Source: an optimization exercise on an open RTL-to-GDS flow (aim: small area). Production flows keep margins and buffers that such runs may drop.
RTL that was checked went through simulation tests only; none was proved equivalent to the original.
No driver is modelled on the clock port, so clocking that relies on it looks cheaper here than on a real chip.

Design bldc_esc, start of the top module:
module bldc_esc #(parameter DATA_WIDTH = 16, parameter debounce = 3)(
  input clk,
  input reset,
  input pwm_en,
  input encoder_a,
  input encoder_b,
  input [DATA_WIDTH-1:0] pwm_period,
  input [DATA_WIDTH-1:0] period_reference,
  input [DATA_WIDTH-1:0] Kp_ext,
  input [DATA_WIDTH-1:0] Ki_ext,
  input [DATA_WIDTH-1:0] Kd_ext,
  input override_internal_pid,
  output reg motor_positive,
  output reg motor_negative
);
For scale: about 1400 cells after synthesis, roughly 190 flip-flops, roughly 88 I/O pins.
==> flow/config.mk <==
export PLATFORM = sky130hd
export DESIGN_NAME = bldc_esc
export DESIGN_NICKNAME = bldc_esc
export VERILOG_FILES = /design/flow/design.v
export SDC_FILE = /design/flow/constraint.sdc
export NUM_CORES = 4
export LEC_CHECK = 0
export CAP_MARGIN = 20
export CORE_MARGIN = 2
export CORE_UTILIZATION = 70
export PLACE_DENSITY = 0.8
export SLEW_MARGIN = 20
export SYNTH_HIERARCHICAL = 1
==> flow/constraint.sdc <==
create_clock -name core_clock -period 8.0 [get_ports {clk}]
set_input_delay 1.6000 -clock core_clock [delete_from_list [all_inputs] [get_ports {clk}]]
set_output_delay 1.6000 -clock core_clock [all_outputs]
set_load 0.01 [all_outputs]
standard.sh (not shown) runs the stock make flow with config.mk's settings and CLKGATE_MAP_FILE= SYNTH_SCRIPT=/design/flow/synth_recipe.tcl, a recipe that flattens the netlist after the stock synthesis.
==> flow/flow/run.sh <==
#!/bin/bash
# Layout flow: the standard flow (standard.sh, standard synthesis
# unchanged) with these layout changes:
#  - the input and output port buffers use the smallest plain buffer,
#    sky130_fd_sc_hd__buf_1 (every port still gets its own buffer);
#  - clock tree synthesis adds no dummy loads and builds the tree from
#    clkbuf_8 under a clkbuf_16 root; after it, flow/fixclk.tcl swaps any
#    leaf buffer that drives more than 15 pins for a clkbuf_16 and
#    legalizes the placement again.
# Each tool's output goes to a log of its own in this folder (orfs_cts.log,
# fixclk.log, orfs_finish.log); each ORFS step also keeps its log under
# orfs/logs/.
set -euo pipefail
here=$(pwd)
args=("BUFFER_PORTS_ARGS=-buffer_cell sky130_fd_sc_hd__buf_1"
      "CTS_ARGS=-sink_clustering_enable -repair_clock_nets -dont_use_dummy_load -buf_list sky130_fd_sc_hd__clkbuf_8 -root_buf sky130_fd_sc_hd__clkbuf_16")
bash standard.sh "${args[@]}" cts > "$here/orfs_cts.log" 2>&1
RES="$here/orfs/results/$FLOW_PLATFORM/bldc_esc/base" openroad -no_init -exit "$here/flow/fixclk.tcl" > "$here/fixclk.log" 2>&1
bash standard.sh "${args[@]}" finish > "$here/orfs_finish.log" 2>&1
==> flow/flow/fixclk.tcl <==
# After clock tree synthesis: a leaf clock buffer (clkbuf_8) that drives
# more than 15 pins is swapped for clkbuf_16, so that the slew at its flip-flop
# clock pins stays low; the placement is then legalized again.
set res $::env(RES)
read_db $res/4_cts.odb
set db [ord::get_db]
set block [[$db getChip] getBlock]
set m16 [$db findMaster sky130_fd_sc_hd__clkbuf_16]
set swapped 0
foreach inst [$block getInsts] {
  if {[[$inst getMaster] getName] ne "sky130_fd_sc_hd__clkbuf_8"} { continue }
  set n 0
  foreach it [$inst getITerms] {
    if {[$it isOutputSignal] && [$it getNet] ne "NULL"} {
      set n [expr {[llength [[$it getNet] getITerms]] - 1}]
    }
  }
  if {$n > 15} {
    puts "fixclk: [$inst getName] drives $n pins: clkbuf_16"
    $inst swapMaster $m16
    incr swapped
  }
}
puts "fixclk: swapped $swapped"
detailed_placement
check_placement -verbose
write_db $res/4_cts.odb
The first run finished with timing, DRC and antenna clean.
Then changed:
--- a/flow/design.v
+++ b/flow/design.v
@@ -7,23 +7,20 @@
 endmodule
 module bldc_btwo (input b2, input b1, input one_n, output two_n);
   assign two_n = ~(one_n & (b2 ^ b1));
 endmodule
 module bldc_bsel (input one_n, input two_n, input a1, input a0, output sel);
   assign sel = ~((one_n | a1) & (two_n | a0));
 endmodule
 module bldc_bselp (input one_n, input two_n, input a1, input a0, output sel);
   assign sel = (~one_n & a1) | (~two_n & a0);
 endmodule
-module bldc_kmux (input s, input s_n, input a, input b, output y);
-  assign y = (s & a) | (s_n & b);
-endmodule
 module bldc_esc #(parameter DATA_WIDTH = 16, parameter debounce = 3)(
   input clk,
   input reset,
   input pwm_en,
   input encoder_a,
   input encoder_b,
   input [DATA_WIDTH-1:0] pwm_period,
   input [DATA_WIDTH-1:0] period_reference,
   input [DATA_WIDTH-1:0] Kp_ext,
   input [DATA_WIDTH-1:0] Ki_ext,
@@ -1301,29 +1298,20 @@
   wire int_c = int_lo11[11];
   wire signed [5:0] int_u = int_v - int_s;
   wire int_hi = (int_u >= 6'sd1) | ((int_u == 6'sd0) & int_c);
   wire int_lo = (int_u <= -6'sd3) | ((int_u == -6'sd2) & ~int_c);
   wire int_b11 = ((int_u == -6'sd1) & ~int_c) | ((int_u == -6'sd2) & int_c);
   wire [11:0] int_next_n = int_hi ? 12'h7ff : int_lo ? 12'h800 : {int_b11, int_lo11[10:0]};
   wire [15:0] pid = {pid_output[15] ^ pid_msb_late, pid_output[14:0]};
   wire pid_le0 = pid[15] | (pid == 16'd0);
   wire pid_gt = lt16(pwm_period, pid);
   wire [15:0] duty_next = pid_le0 ? pwm_period : pid_gt ? 16'd1 : pid;
-  wire ovr_n = ~override_internal_pid;
-  wire [15:0] Kp_next, Kd_next;
-  genvar gi;
-  generate
-    for (gi = 0; gi < 16; gi = gi + 1) begin : kload
-      bldc_kmux kp (.s(override_internal_pid), .s_n(ovr_n), .a(Kp_ext[gi]), .b(Kp[gi]), .y(Kp_next[gi]));
-      bldc_kmux kd (.s(override_internal_pid), .s_n(ovr_n), .a(Kd_ext[gi]), .b(Kd[gi]), .y(Kd_next[gi]));
-    end
-  endgenerate
   wire a_stable = (encoder_a_shift_reg == 3'b000) | (encoder_a_shift_reg == 3'b111);
   wire b_stable = (encoder_b_shift_reg == 3'b000) | (encoder_b_shift_reg == 3'b111);
   always @(posedge clk or posedge reset) begin
     if (reset) begin
       integral_n <= 12'hfff;
       pwm_counter <= 16'd0;
       encoder_state <= 2'b0;
       prev_encoder_state <= 2'b0;
       pwm_direction <= 2'b00;
       motor_positive <= 1'b0;
@@ -1383,22 +1371,24 @@
           2'b10: begin
             motor_positive <= motor_pwm;
             motor_negative <= 1'b0;
           end
           default: begin
             motor_positive <= 1'b0;
             motor_negative <= 1'b0;
           end
         endcase
       end
-      Kp <= Kp_next;
-      Kd <= Kd_next;
-      if (override_internal_pid) Ki_n <= ~Ki_ext;
+      if (override_internal_pid) begin
+        Kp <= Kp_ext;
+        Ki_n <= ~Ki_ext;
+        Kd <= Kd_ext;
+      end
       if ((!prev_encoder_state[0] && encoder_a_reg) || speed_ctr == 8'hff) begin
         period_speed <= speed_ctr;
         speed_ctr <= 8'd0;
       end else begin
         speed_ctr <= inc8(speed_ctr);
       end
     end
   end
 endmodule
The changed run ran to the end with no violations.
Clock skew came out lower by 0.0032 ns.
Fmax stays flat.
Via count came out lower by 5.0%.
Count of clock-buffer cells in the layout is unchanged.
Synthesized cell count came out lower by 0.36%.
Utilization came out lower by 0.31 points.
Critical path depth does not change.
Worst setup slack gains 0.013 ns.
Cell count came out lower by 1.1%.
Design area is about the same.
Register-to-register slack hardly moves.
Die area came out higher by 0.64%.
For the first run of this note, only the layout was checked, not whether the RTL still works.

port drivers added, routing unchanged:
How much do the figures lean on ideal ports? The routed layouts below were timed once more, with nothing changed but the port constraints. Step 1 assumes that a clkbuf_16 drives the clock port and a buf_2 every other input. Step 2, shift: input delay + t, output delay - t, t = (earliest + latest rising clock arrival at the registers) / 2. This alone moves slack from input paths to output paths. Slacks: ideal / step 1 / step 2; pairs: ideal / step 1.
| run | shift t [ns] | setup slack, ns | hold WS [ns] | worst register clock-pin slew, ns |
|---|---|---|---|---|
| the first run | 0.448 | 0.229 / 0.229 / 0.229 | 0.382 / 0.382 / 0.382 | 0.12 / 0.12 |
| the second run | 0.441 | 0.242 / 0.242 / 0.242 | 0.383 / 0.383 / 0.383 | 0.11 / 0.11 |
After both steps setup and hold are still met in every run listed.
